This design comes from an exercise in tuning for small area on the open sky130 flow, not from production work.
Function was checked by simulation only, so behaviour that the tests miss may differ from the original.
Power figures rest on the tool's default switching activity, not on a simulated workload.

### design/flow/flow/fapol.py
#!/usr/bin/env python3
"""Re-choose the polarity of full-adder cells (and of gates with a
complementary twin) in a mapped sky130hd netlist so that fewer inverters are
needed. A full adder is self-dual: fa(~a,~b,~c) = (~cout, ~sum).
usage: fapol.py IN.v OUT.v"""
import re, sys, random

PFX = 'sky130_fd_sc_hd__'
OUTPINS = {'X', 'Y', 'Q', 'Q_N', 'SUM', 'COUT', 'HI', 'LO'}
# complementary twins: (type, outpin) <-> (type, outpin), same inputs
TWINS = {}
AREA = {'inv_1': 3.7536, 'nand2_1': 3.7536, 'and2_1': 6.256, 'nor2_1': 3.7536,
        'or2_1': 6.256, 'xor2_1': 8.7584, 'xnor2_1': 8.7584, 'a21oi_1': 5.0048,
        'a21o_1': 7.5072, 'o21ai_0': 5.0048, 'o21a_1': 7.5072, 'a22oi_1': 7.5072,
        'a22o_1': 8.7584, 'nor2b_1': 6.256, 'or2b_1': 7.5072, 'nand2b_1': 6.256,
        'and2b_1': 7.5072, 'nand3_1': 5.0048, 'and3_1': 6.256, 'nor3_1': 5.0048,
        'or3_1': 6.256, 'o22ai_1': 6.256, 'o22a_1': 8.7584, 'xnor3_1': 22.5216,
        'xor3_1': 23.7728}
for a, b in [('and2_1', 'nand2_1'), ('or2_1', 'nor2_1'), ('xor2_1', 'xnor2_1'),
             ('a21o_1', 'a21oi_1'), ('o21a_1', 'o21ai_0'), ('a22o_1', 'a22oi_1'),
             ('or2b_1', 'nor2b_1'), ('and2b_1', 'nand2b_1'), ('and3_1', 'nand3_1'),
             ('or3_1', 'nor3_1'), ('o22a_1', 'o22ai_1'), ('xor3_1', 'xnor3_1')]:
    TWINS[a] = b
    TWINS[b] = a
INV = AREA['inv_1']
YOUT = {'nand2_1', 'nor2_1', 'xnor2_1', 'a21oi_1', 'o21ai_0', 'a22oi_1', 'nor2b_1',
        'nand2b_1', 'nand3_1', 'nor3_1', 'o22ai_1', 'inv_1'}

src = open(sys.argv[1]).read()
cell_re = re.compile(r'^  (' + PFX + r'\w+)\s+(\S+)\s*\((.*?)\n  \);\n', re.S | re.M)
pin_re = re.compile(r'\.(\w+)\(([^()]*)\)')

cells = []
for m in cell_re.finditer(src):
    t, n, body = m.group(1), m.group(2), m.group(3)
    pins = [(p, v.strip()) for p, v in pin_re.findall(body)]
    cells.append({'t': t[len(PFX):], 'n': n, 'pins': pins, 'span': m.span()})

def outpin(t, p):
    return p in OUTPINS

drv = {}
for i, c in enumerate(cells):
    for p, v in c['pins']:
        if v and outpin(c['t'], p):
            drv[v] = (i, p)

def is_inv(c):
    return c['t'].startswith('inv_') or c['t'].startswith('clkinv')

ports = set()
for m in re.finditer(r'^\s*(input|output)\s*(\[[^\]]*\])?\s*([^;]+);', src, re.M):
    for nm in m.group(3).split(','):
        ports.add(nm.strip())
def is_port_net(v):
    return v.split('[')[0].strip() in ports

def root(v):
    pol = 0
    seen = 0
    while v in drv and is_inv(cells[drv[v][0]]):
        c = cells[drv[v][0]]
        v = dict(c['pins'])['A']
        pol ^= 1
        seen += 1
        assert seen < 100
    return v, pol

flip_ok = [c['t'].startswith('fa_') or c['t'] in TWINS for c in cells]
loads = {}   # base signal -> list of (cell idx, pin, pol)
for i, c in enumerate(cells):
    if is_inv(c):
        continue
    for p, v in c['pins']:
        if not v or outpin(c['t'], p):
            continue
        s, pol = root(v)
        loads.setdefault(s, []).append((i, p, pol))
# inverters driving ports: keep them as they are
keep_inv = set()
for i, c in enumerate(cells):
    if is_inv(c) and is_port_net(dict(c['pins'])['Y']):
        keep_inv.add(i)
        s, pol = root(dict(c['pins'])['Y'])
        loads.setdefault(s, []).append((i, 'PORT', pol))

f = [0] * len(cells)

def provided(s):
    if s in drv:
        i, p = drv[s]
        if flip_ok[i]:
            return f[i]
    return 0

XORT = {'xor2_1', 'xnor2_1', 'xor3_1', 'xnor3_1'}
def wants(s):
    """set of polarities (relative to the logical signal s) the loads need"""
    w = set()
    for i, p, pol in loads.get(s, []):
        if cells[i]['t'] in XORT and p != 'PORT':
            continue   # an xor absorbs an inverted input by becoming an xnor
        if cells[i]['t'].startswith('fa_') and p != 'PORT':
            w.add(pol ^ f[i])
        else:
            w.add(pol)
    return w

def sig_cost(s):
    return INV if (provided(s) ^ 1) in wants(s) else 0.0

def cell_sigs(i):
    c = cells[i]
    out = set()
    for p, v in c['pins']:
        if not v:
            continue
        if outpin(c['t'], p):
            out.add(v)
        elif c['t'].startswith('fa_'):
            out.add(root(v)[0])
    return out

def cell_area(i):
    t = cells[i]['t']
    if t in TWINS and f[i]:
        return AREA[TWINS[t]]
    return AREA.get(t, 0.0)

sigs_of = [cell_sigs(i) if flip_ok[i] else set() for i in range(len(cells))]
def delta(i):
    ss = sigs_of[i]
    before = sum(sig_cost(s) for s in ss) + cell_area(i)
    f[i] ^= 1
    after = sum(sig_cost(s) for s in ss) + cell_area(i)
    f[i] ^= 1
    return after - before

allsigs = set(loads) | set(drv)
def total():
    return sum(sig_cost(s) for s in allsigs if not (s in drv and is_inv(cells[drv[s][0]]))) + \
        sum(cell_area(i) for i in range(len(cells)) if flip_ok[i])

flippable = [i for i in range(len(cells)) if flip_ok[i]]
start = total()
rnd = random.Random(1)
import math
cur = start
best = start; bestf = f[:]
T = 4.0
steps = 200000
for k in range(steps):
    T = 4.0 * (1 - k / steps) + 0.01
    i = flippable[rnd.randrange(len(flippable))]
    d = delta(i)
    if d <= 0 or rnd.random() < math.exp(-d / T):
        f[i] ^= 1
        cur += d
        if cur < best - 1e-9:
            best, bestf = cur, f[:]
f = bestf
print(f'fapol: cost {start:.1f} -> {best:.1f}, flipped {sum(f)} cells', file=sys.stderr)

# ---- rewrite ----
newinv = {}     # signal -> inverted net name
def inv_net(phys):
    if phys not in newinv:
        base = phys.strip()
        nm = '\\' + (base[1:] if base.startswith('\\') else base) + '_fpinv '
        newinv[phys] = nm
    return newinv[phys]

def net_for(s, want):
    """net carrying logical (s ^ want)"""
    if want == provided(s):
        return s
    return inv_net(s)

out_cells = []
for i, c in enumerate(cells):
    if is_inv(c) and i not in keep_inv:
        continue
    t = c['t']
    par = f[i] if flip_ok[i] and t in TWINS else 0
    if t in XORT:
        for p, v in c['pins']:
            if v and not outpin(t, p):
                s_, pol = root(v)
                par ^= pol ^ provided(s_)
    nt = TWINS[t] if par else t
    pins = []
    for p, v in c['pins']:
        np_ = p
        if t in TWINS and nt != t:
            # output pin names differ between X / Y twins
            if p in ('X', 'Y'):
                np_ = 'Y' if p == 'X' else 'X'
        if not v or outpin(t, p) or i in keep_inv:
            if i in keep_inv and p == 'A':
                s, pol = root(v)
                v = net_for(s, pol)
            pins.append((np_, v))
            continue
        s, pol = root(v)
        if t in XORT:
            pins.append((np_, s))
            continue
        w = pol ^ (f[i] if t.startswith('fa_') else 0)
        pins.append((np_, net_for(s, w)))
    out_cells.append((nt, c['n'], pins))

# fix output-pin name for twins: X-cells use X, Y-cells use Y
def fix_out(nt, pins):
    res = []
    for p, v in pins:
        if p in ('X', 'Y'):
            p = 'Y' if nt in YOUT else 'X'
        res.append((p, v))
    return res

def esc(v):
    v = v.strip()
    return v + ' ' if v.startswith('\\') else v

lines = []
for k, (s, nm) in enumerate(sorted(newinv.items())):
    lines.append(f'  wire {nm};')
body = []
for nt, n, pins in out_cells:
    if nt in TWINS:
        pins = fix_out(nt, pins)
    body.append(f'  {PFX}{nt} {n} (\n' + ',\n'.join(f'    .{p}({esc(v)})' for p, v in pins) + '\n  );\n')
for k, (s, nm) in enumerate(sorted(newinv.items())):
    body.append(f'  {PFX}inv_1 fpinv_{k} (\n    .A({esc(s)}),\n    .Y({esc(nm)})\n  );\n')

first = cells[0]['span'][0]
last = cells[-1]['span'][1]
head = src[:first]
tail = src[last:]
# drop nothing from head; add new wires before the first cell
out = head + '\n'.join(lines) + '\n' + ''.join(body) + tail
open(sys.argv[2], 'w').write(out)
### design/flow/standard.sh
#!/bin/bash
# synth_recipe.tcl (not shown) runs the flow's synth.tcl, then flattens the netlist and writes it again
# the make line also repeats each setting of config.mk as NAME=value (left out here)
make -C /OpenROAD-flow-scripts/flow DESIGN_CONFIG=/design/flow/config.mk WORK_HOME=/design/flow/orfs CLKGATE_MAP_FILE= SYNTH_SCRIPT=/design/flow/synth_recipe.tcl "${@:-finish}"
### design/flow/constraint.sdc
create_clock -name core_clock -period 5.2 [get_ports {clk}]
set_input_delay 1.0400 -clock core_clock [delete_from_list [all_inputs] [get_ports {clk}]]
set_output_delay 1.0400 -clock core_clock [all_outputs]
set_load 0.01 [all_outputs]
### design/flow/design.v
module matrix_calc_s1(
    input  wire        op,
    input  wire [31:0] A, B,
    output wire [39:0] S
);
    wire [7:0] a11 = A[31:24], a12 = A[23:16], a21 = A[15:8], a22 = A[7:0];
    wire [7:0] b11 = B[31:24], b12 = B[23:16], b21 = B[15:8], b22 = B[7:0];
    wire [7:0] g11 = {b11[7:1] & {7{~op}}, b11[0] | op};
    wire [7:0] g22 = {b22[7:1] & {7{~op}}, b22[0] | op};
    wire [7:0] g21 = b21 & {8{~op}};
    wire [7:0] g12 = b12 & {8{~op}};
    wire p1 = a11[0] & g11[0];
    wire p2 = a11[0] & g11[1];
    wire p3 = a11[0] & g11[2];
    wire p4 = a11[0] & g11[3];
    wire p5 = a11[0] & g11[4];
    wire p6 = a11[0] & g11[5];
    wire p7 = a11[0] & g11[6];
    wire p8 = a11[0] & g11[7];
    wire p9 = a11[1] & g11[0];
    wire p10 = a11[1] & g11[1];
    wire p11 = a11[1] & g11[2];
    wire p12 = a11[1] & g11[3];
    wire p13 = a11[1] & g11[4];
    wire p14 = a11[1] & g11[5];
    wire p15 = a11[1] & g11[6];
    wire p16 = a11[2] & g11[0];
    wire p17 = a11[2] & g11[1];
    wire p18 = a11[2] & g11[2];
    wire p19 = a11[2] & g11[3];
    wire p20 = a11[2] & g11[4];
    wire p21 = a11[2] & g11[5];
    wire p22 = a11[3] & g11[0];
    wire p23 = a11[3] & g11[1];
    wire p24 = a11[3] & g11[2];
    wire p25 = a11[3] & g11[3];
    wire p26 = a11[3] & g11[4];
    wire p27 = a11[4] & g11[0];
    wire p28 = a11[4] & g11[1];
    wire p29 = a11[4] & g11[2];
    wire p30 = a11[4] & g11[3];
    wire p31 = a11[5] & g11[0];
    wire p32 = a11[5] & g11[1];
    wire p33 = a11[5] & g11[2];
    wire p34 = a11[6] & g11[0];
    wire p35 = a11[6] & g11[1];
    wire p36 = a11[7] & g11[0];
    wire p37 = (a12[0] & g21[0]) | (op & b11[0]);
    wire p38 = a12[0] & g21[1];
    wire p39 = a12[0] & g21[2];
    wire p40 = a12[0] & g21[3];
    wire p41 = a12[0] & g21[4];
    wire p42 = a12[0] & g21[5];
    wire p43 = a12[0] & g21[6];
    wire p44 = a12[0] & g21[7];
    wire p45 = (a12[1] & g21[0]) | (op & b11[1]);
    wire p46 = a12[1] & g21[1];
    wire p47 = a12[1] & g21[2];
    wire p48 = a12[1] & g21[3];
    wire p49 = a12[1] & g21[4];
    wire p50 = a12[1] & g21[5];
    wire p51 = a12[1] & g21[6];
    wire p52 = (a12[2] & g21[0]) | (op & b11[2]);
    wire p53 = a12[2] & g21[1];
    wire p54 = a12[2] & g21[2];
    wire p55 = a12[2] & g21[3];
    wire p56 = a12[2] & g21[4];
    wire p57 = a12[2] & g21[5];
    wire p58 = (a12[3] & g21[0]) | (op & b11[3]);
    wire p59 = a12[3] & g21[1];
    wire p60 = a12[3] & g21[2];
    wire p61 = a12[3] & g21[3];
    wire p62 = a12[3] & g21[4];
    wire p63 = (a12[4] & g21[0]) | (op & b11[4]);
    wire p64 = a12[4] & g21[1];
    wire p65 = a12[4] & g21[2];
    wire p66 = a12[4] & g21[3];
    wire p67 = (a12[5] & g21[0]) | (op & b11[5]);
    wire p68 = a12[5] & g21[1];
    wire p69 = a12[5] & g21[2];
    wire p70 = (a12[6] & g21[0]) | (op & b11[6]);
    wire p71 = a12[6] & g21[1];
    wire p72 = (a12[7] & g21[0]) | (op & b11[7]);
    wire s73 = p1 ^ p37;
    wire c74 = p1 & p37;
    wire s75 = p2 ^ p38 ^ p45;
    wire c76 = (p2 & p38) | (p2 & p45) | (p38 & p45);
    wire s77 = p9 ^ c74 ^ s75;
    wire c78 = (p9 & c74) | (p9 & s75) | (c74 & s75);
    wire s79 = p10 ^ p16 ^ p3;
    wire c80 = (p10 & p16) | (p10 & p3) | (p16 & p3);
    wire s81 = p39 ^ p46 ^ p52;
    wire c82 = (p39 & p46) | (p39 & p52) | (p46 & p52);
    wire s83 = c76 ^ s79 ^ s81;
    wire c84 = (c76 & s79) | (c76 & s81) | (s79 & s81);
    wire s85 = c78 ^ s83;
    wire c86 = c78 & s83;
    wire s87 = p11 ^ p17 ^ p22;
    wire c88 = (p11 & p17) | (p11 & p22) | (p17 & p22);
    wire s89 = p4 ^ p40 ^ p47;
    wire c90 = (p4 & p40) | (p4 & p47) | (p40 & p47);
    wire s91 = p53 ^ p58 ^ c80;
    wire c92 = (p53 & p58) | (p53 & c80) | (p58 & c80);
    wire s93 = c82 ^ s87 ^ s89;
    wire c94 = (c82 & s87) | (c82 & s89) | (s87 & s89);
    wire s95 = c84 ^ s91 ^ s93;
    wire c96 = (c84 & s91) | (c84 & s93) | (s91 & s93);
    wire s97 = c86 ^ s95;
    wire c98 = c86 & s95;
    wire s99 = p12 ^ p18 ^ p23;
    wire c100 = (p12 & p18) | (p12 & p23) | (p18 & p23);
    wire s101 = p27 ^ p41 ^ p48;
    wire c102 = (p27 & p41) | (p27 & p48) | (p41 & p48);
    wire s103 = p5 ^ p54 ^ p59;
    wire c104 = (p5 & p54) | (p5 & p59) | (p54 & p59);
    wire s105 = p63 ^ c88 ^ c90;
    wire c106 = (p63 & c88) | (p63 & c90) | (c88 & c90);
    wire s107 = s101 ^ s103 ^ s99;
    wire c108 = (s101 & s103) | (s101 & s99) | (s103 & s99);
    wire s109 = c92 ^ c94 ^ s105;
    wire c110 = (c92 & c94) | (c92 & s105) | (c94 & s105);
    wire s111 = s107 ^ c96 ^ s109;
    wire c112 = (s107 & c96) | (s107 & s109) | (c96 & s109);
    wire s113 = c98 ^ s111;
    wire c114 = c98 & s111;
    wire s115 = p13 ^ p19 ^ p24;
    wire c116 = (p13 & p19) | (p13 & p24) | (p19 & p24);
    wire s117 = p28 ^ p31 ^ p42;
    wire c118 = (p28 & p31) | (p28 & p42) | (p31 & p42);
    wire s119 = p49 ^ p55 ^ p6;
    wire c120 = (p49 & p55) | (p49 & p6) | (p55 & p6);
    wire s121 = p60 ^ p64 ^ p67;
    wire c122 = (p60 & p64) | (p60 & p67) | (p64 & p67);
    wire s123 = c100 ^ c102 ^ c104;
    wire c124 = (c100 & c102) | (c100 & c104) | (c102 & c104);
    wire s125 = s115 ^ s117 ^ s119;
    wire c126 = (s115 & s117) | (s115 & s119) | (s117 & s119);
    wire s127 = s121 ^ c106 ^ c108;
    wire c128 = (s121 & c106) | (s121 & c108) | (c106 & c108);
    wire s129 = s123 ^ s125 ^ c110;
    wire c130 = (s123 & s125) | (s123 & c110) | (s125 & c110);
    wire s131 = s127 ^ c112 ^ s129;
    wire c132 = (s127 & c112) | (s127 & s129) | (c112 & s129);
    wire s133 = c114 ^ s131;
    wire c134 = c114 & s131;
    wire s135 = p14 ^ p20 ^ p25;
    wire c136 = (p14 & p20) | (p14 & p25) | (p20 & p25);
    wire s137 = p29 ^ p32 ^ p34;
    wire c138 = (p29 & p32) | (p29 & p34) | (p32 & p34);
    wire s139 = p43 ^ p50 ^ p56;
    wire c140 = (p43 & p50) | (p43 & p56) | (p50 & p56);
    wire s141 = p61 ^ p65 ^ p68;
    wire c142 = (p61 & p65) | (p61 & p68) | (p65 & p68);
    wire s143 = p7 ^ p70 ^ c116;
    wire c144 = (p7 & p70) | (p7 & c116) | (p70 & c116);
    wire s145 = c118 ^ c120 ^ c122;
    wire c146 = (c118 & c120) | (c118 & c122) | (c120 & c122);
    wire s147 = s135 ^ s137 ^ s139;
    wire c148 = (s135 & s137) | (s135 & s139) | (s137 & s139);
    wire s149 = s141 ^ c124 ^ c126;
    wire c150 = (s141 & c124) | (s141 & c126) | (c124 & c126);
    wire s151 = s143 ^ s145 ^ s147;
    wire c152 = (s143 & s145) | (s143 & s147) | (s145 & s147);
    wire s153 = c128 ^ s149 ^ s151;
    wire c154 = (c128 & s149) | (c128 & s151) | (s149 & s151);
    wire s155 = c130 ^ s153 ^ c132;
    wire c156 = (c130 & s153) | (c130 & c132) | (s153 & c132);
    wire x159 = p15 ^ p21;
    wire x160 = p26 ^ p30;
    wire x161 = p33 ^ p35;
    wire x162 = p36 ^ p44;
    wire x163 = p51 ^ p57;
    wire x164 = p62 ^ p66;
    wire x165 = p69 ^ p71;
    wire x166 = p72 ^ p8;
    wire x167 = x159 ^ x160;
    wire x168 = x161 ^ x162;
    wire x169 = x163 ^ x164;
    wire x170 = x165 ^ x166;
    wire x171 = x167 ^ x168;
    wire x172 = x169 ^ x170;
    wire x173 = c136 ^ c138;
    wire x174 = c140 ^ c142;
    wire x175 = x171 ^ x172;
    wire x176 = x173 ^ x174;
    wire x177 = x175 ^ x176;
    wire x178 = c144 ^ c146;
    wire x179 = c148 ^ x177;
    wire x180 = x178 ^ x179;
    wire x181 = c150 ^ c152;
    wire x182 = x180 ^ x181;
    wire x183 = x182 ^ c154;
    wire p186 = a12[0] & g22[0];
    wire p187 = a12[0] & g22[1];
    wire p188 = a12[0] & g22[2];
    wire p189 = a12[0] & g22[3];
    wire p190 = a12[0] & g22[4];
    wire p191 = a12[0] & g22[5];
    wire p192 = a12[0] & g22[6];
    wire p193 = a12[0] & g22[7];
    wire p194 = a12[1] & g22[0];
    wire p195 = a12[1] & g22[1];
    wire p196 = a12[1] & g22[2];
    wire p197 = a12[1] & g22[3];
    wire p198 = a12[1] & g22[4];
    wire p199 = a12[1] & g22[5];
    wire p200 = a12[1] & g22[6];
    wire p201 = a12[2] & g22[0];
    wire p202 = a12[2] & g22[1];
    wire p203 = a12[2] & g22[2];
    wire p204 = a12[2] & g22[3];
    wire p205 = a12[2] & g22[4];
    wire p206 = a12[2] & g22[5];
    wire p207 = a12[3] & g22[0];
    wire p208 = a12[3] & g22[1];
    wire p209 = a12[3] & g22[2];
    wire p210 = a12[3] & g22[3];
    wire p211 = a12[3] & g22[4];
    wire p212 = a12[4] & g22[0];
    wire p213 = a12[4] & g22[1];
    wire p214 = a12[4] & g22[2];
    wire p215 = a12[4] & g22[3];
    wire p216 = a12[5] & g22[0];
    wire p217 = a12[5] & g22[1];
    wire p218 = a12[5] & g22[2];
    wire p219 = a12[6] & g22[0];
    wire p220 = a12[6] & g22[1];
    wire p221 = a12[7] & g22[0];
    wire p222 = (a11[0] & g12[0]) | (op & b12[0]);
    wire p223 = a11[0] & g12[1];
    wire p224 = a11[0] & g12[2];
    wire p225 = a11[0] & g12[3];
    wire p226 = a11[0] & g12[4];
    wire p227 = a11[0] & g12[5];
    wire p228 = a11[0] & g12[6];
    wire p229 = a11[0] & g12[7];
    wire p230 = (a11[1] & g12[0]) | (op & b12[1]);
    wire p231 = a11[1] & g12[1];
    wire p232 = a11[1] & g12[2];
    wire p233 = a11[1] & g12[3];
    wire p234 = a11[1] & g12[4];
    wire p235 = a11[1] & g12[5];
    wire p236 = a11[1] & g12[6];
    wire p237 = (a11[2] & g12[0]) | (op & b12[2]);
    wire p238 = a11[2] & g12[1];
    wire p239 = a11[2] & g12[2];
    wire p240 = a11[2] & g12[3];
    wire p241 = a11[2] & g12[4];
    wire p242 = a11[2] & g12[5];
    wire p243 = (a11[3] & g12[0]) | (op & b12[3]);
    wire p244 = a11[3] & g12[1];
    wire p245 = a11[3] & g12[2];
    wire p246 = a11[3] & g12[3];
    wire p247 = a11[3] & g12[4];
    wire p248 = (a11[4] & g12[0]) | (op & b12[4]);
    wire p249 = a11[4] & g12[1];
    wire p250 = a11[4] & g12[2];
    wire p251 = a11[4] & g12[3];
    wire p252 = (a11[5] & g12[0]) | (op & b12[5]);
    wire p253 = a11[5] & g12[1];
    wire p254 = a11[5] & g12[2];
    wire p255 = (a11[6] & g12[0]) | (op & b12[6]);
    wire p256 = a11[6] & g12[1];
    wire p257 = (a11[7] & g12[0]) | (op & b12[7]);
    wire s258 = p186 ^ p222;
    wire c259 = p186 & p222;
    wire s260 = p187 ^ p194 ^ p223;
    wire c261 = (p187 & p194) | (p187 & p223) | (p194 & p223);
    wire s262 = p230 ^ c259 ^ s260;
    wire c263 = (p230 & c259) | (p230 & s260) | (c259 & s260);
    wire s264 = p188 ^ p195 ^ p201;
    wire c265 = (p188 & p195) | (p188 & p201) | (p195 & p201);
    wire s266 = p224 ^ p231 ^ p237;
    wire c267 = (p224 & p231) | (p224 & p237) | (p231 & p237);
    wire s268 = c261 ^ s264 ^ s266;
    wire c269 = (c261 & s264) | (c261 & s266) | (s264 & s266);
    wire s270 = c263 ^ s268;
    wire c271 = c263 & s268;
    wire s272 = p189 ^ p196 ^ p202;
    wire c273 = (p189 & p196) | (p189 & p202) | (p196 & p202);
    wire s274 = p207 ^ p225 ^ p232;
    wire c275 = (p207 & p225) | (p207 & p232) | (p225 & p232);
    wire s276 = p238 ^ p243 ^ c265;
    wire c277 = (p238 & p243) | (p238 & c265) | (p243 & c265);
    wire s278 = c267 ^ s272 ^ s274;
    wire c279 = (c267 & s272) | (c267 & s274) | (s272 & s274);
    wire s280 = c269 ^ s276 ^ s278;
    wire c281 = (c269 & s276) | (c269 & s278) | (s276 & s278);
    wire s282 = c271 ^ s280;
    wire c283 = c271 & s280;
    wire s284 = p190 ^ p197 ^ p203;
    wire c285 = (p190 & p197) | (p190 & p203) | (p197 & p203);
    wire s286 = p208 ^ p212 ^ p226;
    wire c287 = (p208 & p212) | (p208 & p226) | (p212 & p226);
    wire s288 = p233 ^ p239 ^ p244;
    wire c289 = (p233 & p239) | (p233 & p244) | (p239 & p244);
    wire s290 = p248 ^ c273 ^ c275;
    wire c291 = (p248 & c273) | (p248 & c275) | (c273 & c275);
    wire s292 = s284 ^ s286 ^ s288;
    wire c293 = (s284 & s286) | (s284 & s288) | (s286 & s288);
    wire s294 = c277 ^ c279 ^ s290;
    wire c295 = (c277 & c279) | (c277 & s290) | (c279 & s290);
    wire s296 = s292 ^ c281 ^ s294;
    wire c297 = (s292 & c281) | (s292 & s294) | (c281 & s294);
    wire s298 = c283 ^ s296;
    wire c299 = c283 & s296;
    wire s300 = p191 ^ p198 ^ p204;
    wire c301 = (p191 & p198) | (p191 & p204) | (p198 & p204);
    wire s302 = p209 ^ p213 ^ p216;
    wire c303 = (p209 & p213) | (p209 & p216) | (p213 & p216);
    wire s304 = p227 ^ p234 ^ p240;
    wire c305 = (p227 & p234) | (p227 & p240) | (p234 & p240);
    wire s306 = p245 ^ p249 ^ p252;
    wire c307 = (p245 & p249) | (p245 & p252) | (p249 & p252);
    wire s308 = c285 ^ c287 ^ c289;
    wire c309 = (c285 & c287) | (c285 & c289) | (c287 & c289);
    wire s310 = s300 ^ s302 ^ s304;
    wire c311 = (s300 & s302) | (s300 & s304) | (s302 & s304);
    wire s312 = s306 ^ c291 ^ c293;
    wire c313 = (s306 & c291) | (s306 & c293) | (c291 & c293);
    wire s314 = s308 ^ s310 ^ c295;
    wire c315 = (s308 & s310) | (s308 & c295) | (s310 & c295);
    wire s316 = s312 ^ c297 ^ s314;
    wire c317 = (s312 & c297) | (s312 & s314) | (c297 & s314);
    wire s318 = c299 ^ s316;
    wire c319 = c299 & s316;
    wire s320 = p192 ^ p199 ^ p205;
    wire c321 = (p192 & p199) | (p192 & p205) | (p199 & p205);
    wire s322 = p210 ^ p214 ^ p217;
    wire c323 = (p210 & p214) | (p210 & p217) | (p214 & p217);
    wire s324 = p219 ^ p228 ^ p235;
    wire c325 = (p219 & p228) | (p219 & p235) | (p228 & p235);
    wire s326 = p241 ^ p246 ^ p250;
    wire c327 = (p241 & p246) | (p241 & p250) | (p246 & p250);
    wire s328 = p253 ^ p255 ^ c301;
    wire c329 = (p253 & p255) | (p253 & c301) | (p255 & c301);
    wire s330 = c303 ^ c305 ^ c307;
    wire c331 = (c303 & c305) | (c303 & c307) | (c305 & c307);
    wire s332 = s320 ^ s322 ^ s324;
    wire c333 = (s320 & s322) | (s320 & s324) | (s322 & s324);
    wire s334 = s326 ^ c309 ^ c311;
    wire c335 = (s326 & c309) | (s326 & c311) | (c309 & c311);
    wire s336 = s328 ^ s330 ^ s332;
    wire c337 = (s328 & s330) | (s328 & s332) | (s330 & s332);
    wire s338 = c313 ^ s334 ^ s336;
    wire c339 = (c313 & s334) | (c313 & s336) | (s334 & s336);
    wire s340 = c315 ^ s338 ^ c317;
    wire c341 = (c315 & s338) | (c315 & c317) | (s338 & c317);
    wire x344 = p193 ^ p200;
    wire x345 = p206 ^ p211;
    wire x346 = p215 ^ p218;
    wire x347 = p220 ^ p221;
    wire x348 = p229 ^ p236;
    wire x349 = p242 ^ p247;
    wire x350 = p251 ^ p254;
    wire x351 = p256 ^ p257;
    wire x352 = x344 ^ x345;
    wire x353 = x346 ^ x347;
    wire x354 = x348 ^ x349;
    wire x355 = x350 ^ x351;
    wire x356 = x352 ^ x353;
    wire x357 = x354 ^ x355;
    wire x358 = c321 ^ c323;
    wire x359 = c325 ^ c327;
    wire x360 = x356 ^ x357;
    wire x361 = x358 ^ x359;
    wire x362 = x360 ^ x361;
    wire x363 = c329 ^ c331;
    wire x364 = c333 ^ x362;
    wire x365 = x363 ^ x364;
    wire x366 = c335 ^ c337;
    wire x367 = x365 ^ x366;
    wire x368 = x367 ^ c339;
    wire p371 = a21[0] & g11[0];
    wire p372 = a21[0] & g11[1];
    wire p373 = a21[0] & g11[2];
    wire p374 = a21[0] & g11[3];
    wire p375 = a21[0] & g11[4];
    wire p376 = a21[0] & g11[5];
    wire p377 = a21[0] & g11[6];
    wire p378 = a21[0] & g11[7];
    wire p379 = a21[1] & g11[0];
    wire p380 = a21[1] & g11[1];
    wire p381 = a21[1] & g11[2];
    wire p382 = a21[1] & g11[3];
    wire p383 = a21[1] & g11[4];
    wire p384 = a21[1] & g11[5];
    wire p385 = a21[1] & g11[6];
    wire p386 = a21[2] & g11[0];
    wire p387 = a21[2] & g11[1];
    wire p388 = a21[2] & g11[2];
    wire p389 = a21[2] & g11[3];
    wire p390 = a21[2] & g11[4];
    wire p391 = a21[2] & g11[5];
    wire p392 = a21[3] & g11[0];
    wire p393 = a21[3] & g11[1];
    wire p394 = a21[3] & g11[2];
    wire p395 = a21[3] & g11[3];
    wire p396 = a21[3] & g11[4];
    wire p397 = a21[4] & g11[0];
    wire p398 = a21[4] & g11[1];
    wire p399 = a21[4] & g11[2];
    wire p400 = a21[4] & g11[3];
    wire p401 = a21[5] & g11[0];
    wire p402 = a21[5] & g11[1];
    wire p403 = a21[5] & g11[2];
    wire p404 = a21[6] & g11[0];
    wire p405 = a21[6] & g11[1];
    wire p406 = a21[7] & g11[0];
    wire p407 = (a22[0] & g21[0]) | (op & b21[0]);
    wire p408 = a22[0] & g21[1];
    wire p409 = a22[0] & g21[2];
    wire p410 = a22[0] & g21[3];
    wire p411 = a22[0] & g21[4];
    wire p412 = a22[0] & g21[5];
    wire p413 = a22[0] & g21[6];
    wire p414 = a22[0] & g21[7];
    wire p415 = (a22[1] & g21[0]) | (op & b21[1]);
    wire p416 = a22[1] & g21[1];
    wire p417 = a22[1] & g21[2];
    wire p418 = a22[1] & g21[3];
    wire p419 = a22[1] & g21[4];
    wire p420 = a22[1] & g21[5];
    wire p421 = a22[1] & g21[6];
    wire p422 = (a22[2] & g21[0]) | (op & b21[2]);
    wire p423 = a22[2] & g21[1];
    wire p424 = a22[2] & g21[2];
    wire p425 = a22[2] & g21[3];
    wire p426 = a22[2] & g21[4];
    wire p427 = a22[2] & g21[5];
    wire p428 = (a22[3] & g21[0]) | (op & b21[3]);
    wire p429 = a22[3] & g21[1];
    wire p430 = a22[3] & g21[2];
    wire p431 = a22[3] & g21[3];
    wire p432 = a22[3] & g21[4];
    wire p433 = (a22[4] & g21[0]) | (op & b21[4]);
    wire p434 = a22[4] & g21[1];
    wire p435 = a22[4] & g21[2];
    wire p436 = a22[4] & g21[3];
    wire p437 = (a22[5] & g21[0]) | (op & b21[5]);
    wire p438 = a22[5] & g21[1];
    wire p439 = a22[5] & g21[2];
    wire p440 = (a22[6] & g21[0]) | (op & b21[6]);
    wire p441 = a22[6] & g21[1];
    wire p442 = (a22[7] & g21[0]) | (op & b21[7]);
    wire s443 = p371 ^ p407;
    wire c444 = p371 & p407;
    wire s445 = p372 ^ p379 ^ p408;
    wire c446 = (p372 & p379) | (p372 & p408) | (p379 & p408);
    wire s447 = p415 ^ c444 ^ s445;
    wire c448 = (p415 & c444) | (p415 & s445) | (c444 & s445);
    wire s449 = p373 ^ p380 ^ p386;
    wire c450 = (p373 & p380) | (p373 & p386) | (p380 & p386);
    wire s451 = p409 ^ p416 ^ p422;
    wire c452 = (p409 & p416) | (p409 & p422) | (p416 & p422);
    wire s453 = c446 ^ s449 ^ s451;
    wire c454 = (c446 & s449) | (c446 & s451) | (s449 & s451);
    wire s455 = c448 ^ s453;
    wire c456 = c448 & s453;
    wire s457 = p374 ^ p381 ^ p387;
    wire c458 = (p374 & p381) | (p374 & p387) | (p381 & p387);
    wire s459 = p392 ^ p410 ^ p417;
    wire c460 = (p392 & p410) | (p392 & p417) | (p410 & p417);
    wire s461 = p423 ^ p428 ^ c450;
    wire c462 = (p423 & p428) | (p423 & c450) | (p428 & c450);
    wire s463 = c452 ^ s457 ^ s459;
    wire c464 = (c452 & s457) | (c452 & s459) | (s457 & s459);
    wire s465 = c454 ^ s461 ^ s463;
    wire c466 = (c454 & s461) | (c454 & s463) | (s461 & s463);
    wire s467 = c456 ^ s465;
    wire c468 = c456 & s465;
    wire s469 = p375 ^ p382 ^ p388;
    wire c470 = (p375 & p382) | (p375 & p388) | (p382 & p388);
    wire s471 = p393 ^ p397 ^ p411;
    wire c472 = (p393 & p397) | (p393 & p411) | (p397 & p411);
    wire s473 = p418 ^ p424 ^ p429;
    wire c474 = (p418 & p424) | (p418 & p429) | (p424 & p429);
    wire s475 = p433 ^ c458 ^ c460;
    wire c476 = (p433 & c458) | (p433 & c460) | (c458 & c460);
    wire s477 = s469 ^ s471 ^ s473;
    wire c478 = (s469 & s471) | (s469 & s473) | (s471 & s473);
    wire s479 = c462 ^ c464 ^ s475;
    wire c480 = (c462 & c464) | (c462 & s475) | (c464 & s475);
    wire s481 = s477 ^ c466 ^ s479;
    wire c482 = (s477 & c466) | (s477 & s479) | (c466 & s479);
    wire s483 = c468 ^ s481;
    wire c484 = c468 & s481;
    wire s485 = p376 ^ p383 ^ p389;
    wire c486 = (p376 & p383) | (p376 & p389) | (p383 & p389);
    wire s487 = p394 ^ p398 ^ p401;
    wire c488 = (p394 & p398) | (p394 & p401) | (p398 & p401);
    wire s489 = p412 ^ p419 ^ p425;
    wire c490 = (p412 & p419) | (p412 & p425) | (p419 & p425);
    wire s491 = p430 ^ p434 ^ p437;
    wire c492 = (p430 & p434) | (p430 & p437) | (p434 & p437);
    wire s493 = c470 ^ c472 ^ c474;
    wire c494 = (c470 & c472) | (c470 & c474) | (c472 & c474);
    wire s495 = s485 ^ s487 ^ s489;
    wire c496 = (s485 & s487) | (s485 & s489) | (s487 & s489);
    wire s497 = s491 ^ c476 ^ c478;
    wire c498 = (s491 & c476) | (s491 & c478) | (c476 & c478);
    wire s499 = s493 ^ s495 ^ c480;
    wire c500 = (s493 & s495) | (s493 & c480) | (s495 & c480);
    wire s501 = s497 ^ c482 ^ s499;
    wire c502 = (s497 & c482) | (s497 & s499) | (c482 & s499);
    wire s503 = c484 ^ s501;
    wire c504 = c484 & s501;
    wire s505 = p377 ^ p384 ^ p390;
    wire c506 = (p377 & p384) | (p377 & p390) | (p384 & p390);
    wire s507 = p395 ^ p399 ^ p402;
    wire c508 = (p395 & p399) | (p395 & p402) | (p399 & p402);
    wire s509 = p404 ^ p413 ^ p420;
    wire c510 = (p404 & p413) | (p404 & p420) | (p413 & p420);
    wire s511 = p426 ^ p431 ^ p435;
    wire c512 = (p426 & p431) | (p426 & p435) | (p431 & p435);
    wire s513 = p438 ^ p440 ^ c486;
    wire c514 = (p438 & p440) | (p438 & c486) | (p440 & c486);
    wire s515 = c488 ^ c490 ^ c492;
    wire c516 = (c488 & c490) | (c488 & c492) | (c490 & c492);
    wire s517 = s505 ^ s507 ^ s509;
    wire c518 = (s505 & s507) | (s505 & s509) | (s507 & s509);
    wire s519 = s511 ^ c494 ^ c496;
    wire c520 = (s511 & c494) | (s511 & c496) | (c494 & c496);
    wire s521 = s513 ^ s515 ^ s517;
    wire c522 = (s513 & s515) | (s513 & s517) | (s515 & s517);
    wire s523 = c498 ^ s519 ^ s521;
    wire c524 = (c498 & s519) | (c498 & s521) | (s519 & s521);
    wire s525 = c500 ^ s523 ^ c502;
    wire c526 = (c500 & s523) | (c500 & c502) | (s523 & c502);
    wire x529 = p378 ^ p385;
    wire x530 = p391 ^ p396;
    wire x531 = p400 ^ p403;
    wire x532 = p405 ^ p406;
    wire x533 = p414 ^ p421;
    wire x534 = p427 ^ p432;
    wire x535 = p436 ^ p439;
    wire x536 = p441 ^ p442;
    wire x537 = x529 ^ x530;
    wire x538 = x531 ^ x532;
    wire x539 = x533 ^ x534;
    wire x540 = x535 ^ x536;
    wire x541 = x537 ^ x538;
    wire x542 = x539 ^ x540;
    wire x543 = c506 ^ c508;
    wire x544 = c510 ^ c512;
    wire x545 = x541 ^ x542;
    wire x546 = x543 ^ x544;
    wire x547 = x545 ^ x546;
    wire x548 = c514 ^ c516;
    wire x549 = c518 ^ x547;
    wire x550 = x548 ^ x549;
    wire x551 = c520 ^ c522;
    wire x552 = x550 ^ x551;
    wire x553 = x552 ^ c524;
    wire p556 = a22[0] & g22[0];
    wire p557 = a22[0] & g22[1];
    wire p558 = a22[0] & g22[2];
    wire p559 = a22[0] & g22[3];
    wire p560 = a22[0] & g22[4];
    wire p561 = a22[0] & g22[5];
    wire p562 = a22[0] & g22[6];
    wire p563 = a22[0] & g22[7];
    wire p564 = a22[1] & g22[0];
    wire p565 = a22[1] & g22[1];
    wire p566 = a22[1] & g22[2];
    wire p567 = a22[1] & g22[3];
    wire p568 = a22[1] & g22[4];
    wire p569 = a22[1] & g22[5];
    wire p570 = a22[1] & g22[6];
    wire p571 = a22[2] & g22[0];
    wire p572 = a22[2] & g22[1];
    wire p573 = a22[2] & g22[2];
    wire p574 = a22[2] & g22[3];
    wire p575 = a22[2] & g22[4];
    wire p576 = a22[2] & g22[5];
    wire p577 = a22[3] & g22[0];
    wire p578 = a22[3] & g22[1];
    wire p579 = a22[3] & g22[2];
    wire p580 = a22[3] & g22[3];
    wire p581 = a22[3] & g22[4];
    wire p582 = a22[4] & g22[0];
    wire p583 = a22[4] & g22[1];
    wire p584 = a22[4] & g22[2];
    wire p585 = a22[4] & g22[3];
    wire p586 = a22[5] & g22[0];
    wire p587 = a22[5] & g22[1];
    wire p588 = a22[5] & g22[2];
    wire p589 = a22[6] & g22[0];
    wire p590 = a22[6] & g22[1];
    wire p591 = a22[7] & g22[0];
    wire p592 = (a21[0] & g12[0]) | (op & b22[0]);
    wire p593 = a21[0] & g12[1];
    wire p594 = a21[0] & g12[2];
    wire p595 = a21[0] & g12[3];
    wire p596 = a21[0] & g12[4];
    wire p597 = a21[0] & g12[5];
    wire p598 = a21[0] & g12[6];
    wire p599 = a21[0] & g12[7];
    wire p600 = (a21[1] & g12[0]) | (op & b22[1]);
    wire p601 = a21[1] & g12[1];
    wire p602 = a21[1] & g12[2];
    wire p603 = a21[1] & g12[3];
    wire p604 = a21[1] & g12[4];
    wire p605 = a21[1] & g12[5];
    wire p606 = a21[1] & g12[6];
    wire p607 = (a21[2] & g12[0]) | (op & b22[2]);
    wire p608 = a21[2] & g12[1];
    wire p609 = a21[2] & g12[2];
    wire p610 = a21[2] & g12[3];
    wire p611 = a21[2] & g12[4];
    wire p612 = a21[2] & g12[5];
    wire p613 = (a21[3] & g12[0]) | (op & b22[3]);
    wire p614 = a21[3] & g12[1];
    wire p615 = a21[3] & g12[2];
    wire p616 = a21[3] & g12[3];
    wire p617 = a21[3] & g12[4];
    wire p618 = (a21[4] & g12[0]) | (op & b22[4]);
    wire p619 = a21[4] & g12[1];
    wire p620 = a21[4] & g12[2];
    wire p621 = a21[4] & g12[3];
    wire p622 = (a21[5] & g12[0]) | (op & b22[5]);
    wire p623 = a21[5] & g12[1];
    wire p624 = a21[5] & g12[2];
    wire p625 = (a21[6] & g12[0]) | (op & b22[6]);
    wire p626 = a21[6] & g12[1];
    wire p627 = (a21[7] & g12[0]) | (op & b22[7]);
    wire s628 = p556 ^ p592;
    wire c629 = p556 & p592;
    wire s630 = p557 ^ p564 ^ p593;
    wire c631 = (p557 & p564) | (p557 & p593) | (p564 & p593);
    wire s632 = p600 ^ c629 ^ s630;
    wire c633 = (p600 & c629) | (p600 & s630) | (c629 & s630);
    wire s634 = p558 ^ p565 ^ p571;
    wire c635 = (p558 & p565) | (p558 & p571) | (p565 & p571);
    wire s636 = p594 ^ p601 ^ p607;
    wire c637 = (p594 & p601) | (p594 & p607) | (p601 & p607);
    wire s638 = c631 ^ s634 ^ s636;
    wire c639 = (c631 & s634) | (c631 & s636) | (s634 & s636);
    wire s640 = c633 ^ s638;
    wire c641 = c633 & s638;
    wire s642 = p559 ^ p566 ^ p572;
    wire c643 = (p559 & p566) | (p559 & p572) | (p566 & p572);
    wire s644 = p577 ^ p595 ^ p602;
    wire c645 = (p577 & p595) | (p577 & p602) | (p595 & p602);
    wire s646 = p608 ^ p613 ^ c635;
    wire c647 = (p608 & p613) | (p608 & c635) | (p613 & c635);
    wire s648 = c637 ^ s642 ^ s644;
    wire c649 = (c637 & s642) | (c637 & s644) | (s642 & s644);
    wire s650 = c639 ^ s646 ^ s648;
    wire c651 = (c639 & s646) | (c639 & s648) | (s646 & s648);
    wire s652 = c641 ^ s650;
    wire c653 = c641 & s650;
    wire s654 = p560 ^ p567 ^ p573;
    wire c655 = (p560 & p567) | (p560 & p573) | (p567 & p573);
    wire s656 = p578 ^ p582 ^ p596;
    wire c657 = (p578 & p582) | (p578 & p596) | (p582 & p596);
    wire s658 = p603 ^ p609 ^ p614;
    wire c659 = (p603 & p609) | (p603 & p614) | (p609 & p614);
    wire s660 = p618 ^ c643 ^ c645;
    wire c661 = (p618 & c643) | (p618 & c645) | (c643 & c645);
    wire s662 = s654 ^ s656 ^ s658;
    wire c663 = (s654 & s656) | (s654 & s658) | (s656 & s658);
    wire s664 = c647 ^ c649 ^ s660;
    wire c665 = (c647 & c649) | (c647 & s660) | (c649 & s660);
    wire s666 = s662 ^ c651 ^ s664;
    wire c667 = (s662 & c651) | (s662 & s664) | (c651 & s664);
    wire s668 = c653 ^ s666;
    wire c669 = c653 & s666;
    wire s670 = p561 ^ p568 ^ p574;
    wire c671 = (p561 & p568) | (p561 & p574) | (p568 & p574);
    wire s672 = p579 ^ p583 ^ p586;
    wire c673 = (p579 & p583) | (p579 & p586) | (p583 & p586);
    wire s674 = p597 ^ p604 ^ p610;
    wire c675 = (p597 & p604) | (p597 & p610) | (p604 & p610);
    wire s676 = p615 ^ p619 ^ p622;
    wire c677 = (p615 & p619) | (p615 & p622) | (p619 & p622);
    wire s678 = c655 ^ c657 ^ c659;
    wire c679 = (c655 & c657) | (c655 & c659) | (c657 & c659);
    wire s680 = s670 ^ s672 ^ s674;
    wire c681 = (s670 & s672) | (s670 & s674) | (s672 & s674);
    wire s682 = s676 ^ c661 ^ c663;
    wire c683 = (s676 & c661) | (s676 & c663) | (c661 & c663);
    wire s684 = s678 ^ s680 ^ c665;
    wire c685 = (s678 & s680) | (s678 & c665) | (s680 & c665);
    wire s686 = s682 ^ c667 ^ s684;
    wire c687 = (s682 & c667) | (s682 & s684) | (c667 & s684);
    wire s688 = c669 ^ s686;
    wire c689 = c669 & s686;
    wire s690 = p562 ^ p569 ^ p575;
    wire c691 = (p562 & p569) | (p562 & p575) | (p569 & p575);
    wire s692 = p580 ^ p584 ^ p587;
    wire c693 = (p580 & p584) | (p580 & p587) | (p584 & p587);
    wire s694 = p589 ^ p598 ^ p605;
    wire c695 = (p589 & p598) | (p589 & p605) | (p598 & p605);
    wire s696 = p611 ^ p616 ^ p620;
    wire c697 = (p611 & p616) | (p611 & p620) | (p616 & p620);
    wire s698 = p623 ^ p625 ^ c671;
    wire c699 = (p623 & p625) | (p623 & c671) | (p625 & c671);
    wire s700 = c673 ^ c675 ^ c677;
    wire c701 = (c673 & c675) | (c673 & c677) | (c675 & c677);
    wire s702 = s690 ^ s692 ^ s694;
    wire c703 = (s690 & s692) | (s690 & s694) | (s692 & s694);
    wire s704 = s696 ^ c679 ^ c681;
    wire c705 = (s696 & c679) | (s696 & c681) | (c679 & c681);
    wire s706 = s698 ^ s700 ^ s702;
    wire c707 = (s698 & s700) | (s698 & s702) | (s700 & s702);
    wire s708 = c683 ^ s704 ^ s706;
    wire c709 = (c683 & s704) | (c683 & s706) | (s704 & s706);
    wire s710 = c685 ^ s708 ^ c687;
    wire c711 = (c685 & s708) | (c685 & c687) | (s708 & c687);
    wire x714 = p563 ^ p570;
    wire x715 = p576 ^ p581;
    wire x716 = p585 ^ p588;
    wire x717 = p590 ^ p591;
    wire x718 = p599 ^ p606;
    wire x719 = p612 ^ p617;
    wire x720 = p621 ^ p624;
    wire x721 = p626 ^ p627;
    wire x722 = x714 ^ x715;
    wire x723 = x716 ^ x717;
    wire x724 = x718 ^ x719;
    wire x725 = x720 ^ x721;
    wire x726 = x722 ^ x723;
    wire x727 = x724 ^ x725;
    wire x728 = c691 ^ c693;
    wire x729 = c695 ^ c697;
    wire x730 = x726 ^ x727;
    wire x731 = x728 ^ x729;
    wire x732 = x730 ^ x731;
    wire x733 = c699 ^ c701;
    wire x734 = c703 ^ x732;
    wire x735 = x733 ^ x734;
    wire x736 = c705 ^ c707;
    wire x737 = x735 ^ x736;
    wire x738 = x737 ^ c709;
    assign S = {c711, x738, s710, c689, c526, x553, s525, c504, c341, x368, s340, c319, c156, x183, s155, c134, s628, s632, s640, s652, s668, s688, s443, s447, s455, s467, s483, s503, s258, s262, s270, s282, s298, s318, s73, s77, s85, s97, s113, s133};
endmodule
module matrix_calc_s2(
    input  wire [39:0] S,
    output wire [31:0] C
);
    wire s133, s113, s97, s85, s77, s73, s318, s298, s282, s270, s262, s258, s503, s483, s467, s455, s447, s443, s688, s668, s652, s640, s632, s628, c134, s155, x183, c156, c319, s340, x368, c341, c504, s525, x553, c526, c689, s710, x738, c711;
    assign {c711, x738, s710, c689, c526, x553, s525, c504, c341, x368, s340, c319, c156, x183, s155, c134, s628, s632, s640, s652, s668, s688, s443, s447, s455, s467, s483, s503, s258, s262, s270, s282, s298, s318, s73, s77, s85, s97, s113, s133} = S;
    wire s157 = c134 ^ s155;
    wire c158 = c134 & s155;
    wire x184 = x183 ^ c156;
    wire x185 = x184 ^ c158;
    wire s342 = c319 ^ s340;
    wire c343 = c319 & s340;
    wire x369 = x368 ^ c341;
    wire x370 = x369 ^ c343;
    wire s527 = c504 ^ s525;
    wire c528 = c504 & s525;
    wire x554 = x553 ^ c526;
    wire x555 = x554 ^ c528;
    wire s712 = c689 ^ s710;
    wire c713 = c689 & s710;
    wire x739 = x738 ^ c711;
    wire x740 = x739 ^ c713;
    assign C = {x185, s157, s133, s113, s97, s85, s77, s73, x370, s342, s318, s298, s282, s270, s262, s258, x555, s527, s503, s483, s467, s455, s447, s443, x740, s712, s688, s668, s652, s640, s632, s628};
endmodule
module matrix_alu_top (
    input  wire        clk,
    input  wire        op,
    input  wire [31:0] A,
    input  wire [31:0] B,
    output reg  [31:0] C
);
wire [39:0] s_w;
reg  [39:0] s_r;
wire [31:0] c_w;
always @(posedge clk) begin
    s_r <= s_w;
    C   <= c_w;
end
matrix_calc_s1 st1 (.op(op), .A(A), .B(B), .S(s_w));
matrix_calc_s2 st2 (.S(s_r), .C(c_w));
endmodule
### design/flow/flow/run.sh
#!/bin/bash
# Standard synthesis, then re-choose full-adder / gate output polarities to
# drop inverters (flow/fapol.py), then the standard layout with the
# smallest buffer on the ports.
set -euo pipefail
NET=orfs/results/sky130hd/matrix_alu_top/base/1_2_yosys.v
bash standard.sh synth > synth.log 2>&1
cp $NET synth_orig.v
python3 flow/fapol.py synth_orig.v $NET > fapol.log 2>&1
touch $NET
bash standard.sh synth > synth_odb.log 2>&1
export BUFFER_PORTS_ARGS="-buffer_cell sky130_fd_sc_hd__buf_1"
bash standard.sh finish > finish.log 2>&1
### design/flow/config.mk
export PLATFORM = sky130hd
export DESIGN_NAME = matrix_alu_top
export DESIGN_NICKNAME = matrix_alu_top
export VERILOG_FILES = /design/flow/design.v
export SDC_FILE = /design/flow/constraint.sdc
export NUM_CORES = 4
export LEC_CHECK = 0
export CAP_MARGIN = 20
export CORE_MARGIN = 2
export CORE_UTILIZATION = 40
export SLEW_MARGIN = 20
==> impl_metrics.tcl <==
set metrics [dict create \
    outcome "no timing/DRC/antenna violations" \
    fill_cells 1806 \
    final_util_pct 47.2 \
    final_hold_viol_count 0 \
    drv_slew 0 \
    grt_pass1_vias 6262 \
    clk_root_buffer_cell "clkbuf_16" \
    via_count 5847 \
    ys.warnings.count 1 \
    layout.cells.non_filler 1161 \
    rows 50 \
    rsz0062_at_grt "no" \
    crit_type "primary input to flip-flop" \
    relSlewSlack_pct 52.6 \
    preCtsSetupSlack_ns 0.240 \
    max_stage_delay_ns 0.57 \
    post_cts_resized 0 \
    period_share_pct 89.2 \
    cts_tree "done" \
    port_buffers 97 \
    worstMarginPinSlew_ns 0.711 \
    clk_latency_ns 0.34 \
    die_area_um2 20100 \
    die_h_um 142 \
    track_usage_pct 22.6 \
    wl_met1_um 8920 \
    area_growth_pct 15.9 \
    synth_fp_nets 1035 \
    wire_per_inst_um 18.4 \
    cp_max_fo 22 \
    drv_cap 0 \
    max_freq_ghz 0.216 \
    reg2reg_setup_slack_ns 4.28 \
    clock-skew-final_ns 0.00912 \
    top_layer "met4" \
    setup_ws_ns 0.560 \
    core_area_um2 18600 \
    critical_path.startpoint "op" \
    placed_cells 1148 \
    reg2reg_from "s_r[24]" \
    cellPowerDensity_nw_per_um2 322 \
    clockBufferDepth 2 \
    hold_buffers 0 \
    drcViolationCount 0 \
    drtIter0Drc 484 \
    netlist_area_um2 7590 \
    end_kind "flip-flop" \
    dp_hpwl_um 17600 \
    syn_inst 797 \
    io_pins 98 \
    power_leakage_nw 3.23 \
    rr_worst_depth 3 \
    avgSynthCellArea_um2 9.52 \
    setup_viol 0 \
    cp-start-kind "primary input" \
    initial_core_util_pct 40.7 \
    path_common_cell "xnor2_1" \
    setup_tns_ns 0 \
    gr-total-overflow 0 \
    ant_nets 0 \
    grt_pass1_wl_um 33900 \
    hp-class "flip-flop to flip-flop" \
    p_total_mw 2.84 \
    r2r_end "C[31]" \
    post_cts.repair.setup_buffers 0 \
    grt_max_degree 23 \
    worstPathCellList "buf_2, buf_4, nor2b_1, nand2_1, fa_1, fa_1, fa_1, fa_1, xnor2_1, xnor2_1, xnor2_1, xor2_1, xnor2_1, xnor2_1" \
    cts_sinks 72 \
    drt_wl_total_um 21300 \
    wl_met2_um 10200 \
    antenna_cells 0 \
    worst_ir_drop_vdd_mv 0.174 \
    crit_required_ns 5.44 \
    cpMaxStageDelayCell "fa_1" \
    ctsHtreeMaxLevel 3 \
    cp_data_arrival_time_ns 4.87 \
    critPathCapture "s_r[34]" \
    drive_gt1_share_pct 8.74 \
    route.met3.wl_um 1640 \
    antenna_found_initial 0 \
    fp.dieW_um 142 \
    dr.pass1.iters 5 \
    finalCriticalPeriod_ns 4.64 \
    final_nets 1163 \
    numCtsBuffers 9 \
    routabilityCongestion 0.917 \
    path_clk_slew_ns 0.06 \
    vias_per_cell 5.04 \
]
## critical path, delay by kind of cell
| kind | cells | cell delay, ns |
|---|---|---|
| buffers and inverters | 2 | 0.44 |
| and+or+nand+nor | 2 | 0.55 |
| xor gates and xnor gates | 6 | 0.94 |
| adders and majority gates | 4 | 1.90 |
## worst min path at each step
| stage | from | endpoint | depth (start not counted) |
|---|---|---|---|
| after floorplan | s_r[23] | C[0] | 0 |
| after global placement | s_r[7] | C[20] | 0 |
| after detailed placement | s_r[15] | C[10] | 0 |
| after CTS | s_r[11] | C[16] | 0 |
| after global routing | s_r[7] | C[20] | 0 |
| final | s_r[7] | C[20] | 0 |
## cell type report
type | count | area (um^2) | share of cell area, %
clock buffer | 13 | 280 | 3.19
timing repair buffer | 158 | 823 | 9.36
multi-input combinational | 646 | 5810 | 66.1
tap | 234 | 293 | 3.33
sequential | 72 | 1440 | 16.4
inverter | 38 | 143 | 1.62
## flip-flops by register name, indices dropped and copies added, names as in the netlist
name,flops
C,32
s_r,40
## stage by stage
stage / hold WS [ns] / area (um^2)
finish: 0.323 / 8790
global route: 0.330 / 8790
CTS: 0.325 / 8790
detailed placement: 0.312 / 8510
global placement: 0.310 / 8510
floorplan: 0.310 / 7590
## metal layers
layer | GRT usage [%] | up-vias
met5 | 0 | -
met4 | 7.42 | 0
met3 | 4.93 | 41
met2 | 37.7 | 249
met1 | 29.3 | 2898
li1 | - | 2659
## cell usage in the layout, fill, tap and decap left out, types with 3 or more instances in the layout
cell / count
clkbuf_16: 9
dfxtp_1: 72
ha_1: 24
and2_1: 3
a32oi_1: 3
buf_4: 61
a21oi_1: 11
fa_1: 148
nor2b_1: 25
o21ai_1: 9
nand2_1: 267
nor2_1: 16
or2b_1: 8
inv_1: 38
a22o_1: 5
xnor2_1: 67
clkbuf_8: 4
a21o_1: 3
xor2_1: 36
a22oi_1: 3
o21ai_0: 4
buf_1: 96
## power breakdown
| part | switching (mW) | internal [mW] | leakage (nW) |
|---|---|---|---|
| registers | 0.0588 | 0.808 | 0.606 |
| clock network | 0.225 | 0.367 | 0.140 |
| logic | 0.750 | 0.626 | 2.48 |

-- static timing again, ports no longer ideal --
How much do the figures lean on ideal ports? The routed layout below was timed once more, with nothing changed but the port constraints.
Step 1 (the two cells are an assumption about what drives the block):
set clk [get_ports {clk}]
set_driving_cell -lib_cell sky130_fd_sc_hd__clkbuf_16 $clk
set_driving_cell -lib_cell sky130_fd_sc_hd__buf_2 [delete_from_list [all_inputs] $clk]
Step 2 moves the port delays by t, midway between the first and last clock arrival at a register: inputs arrive t later, outputs are due t later. That takes back most of the time a late clock gives input paths.
Three values: ideal, step 1, step 2; two values: the first two.
t, ns: 0.384
slack for setup (ns): 0.560 / 0.578 / 0.194
hold WS [ns]: 0.323 / 0.323 / 0.323
clock arrival spread, ns: 0.014 / 0.013
worst data-port slew with drivers (ns): 0.06
After both steps this run still meets setup and hold. For this run, drivers alone change the setup slack by +0.018 ns; drivers and shift together by -0.366 ns.
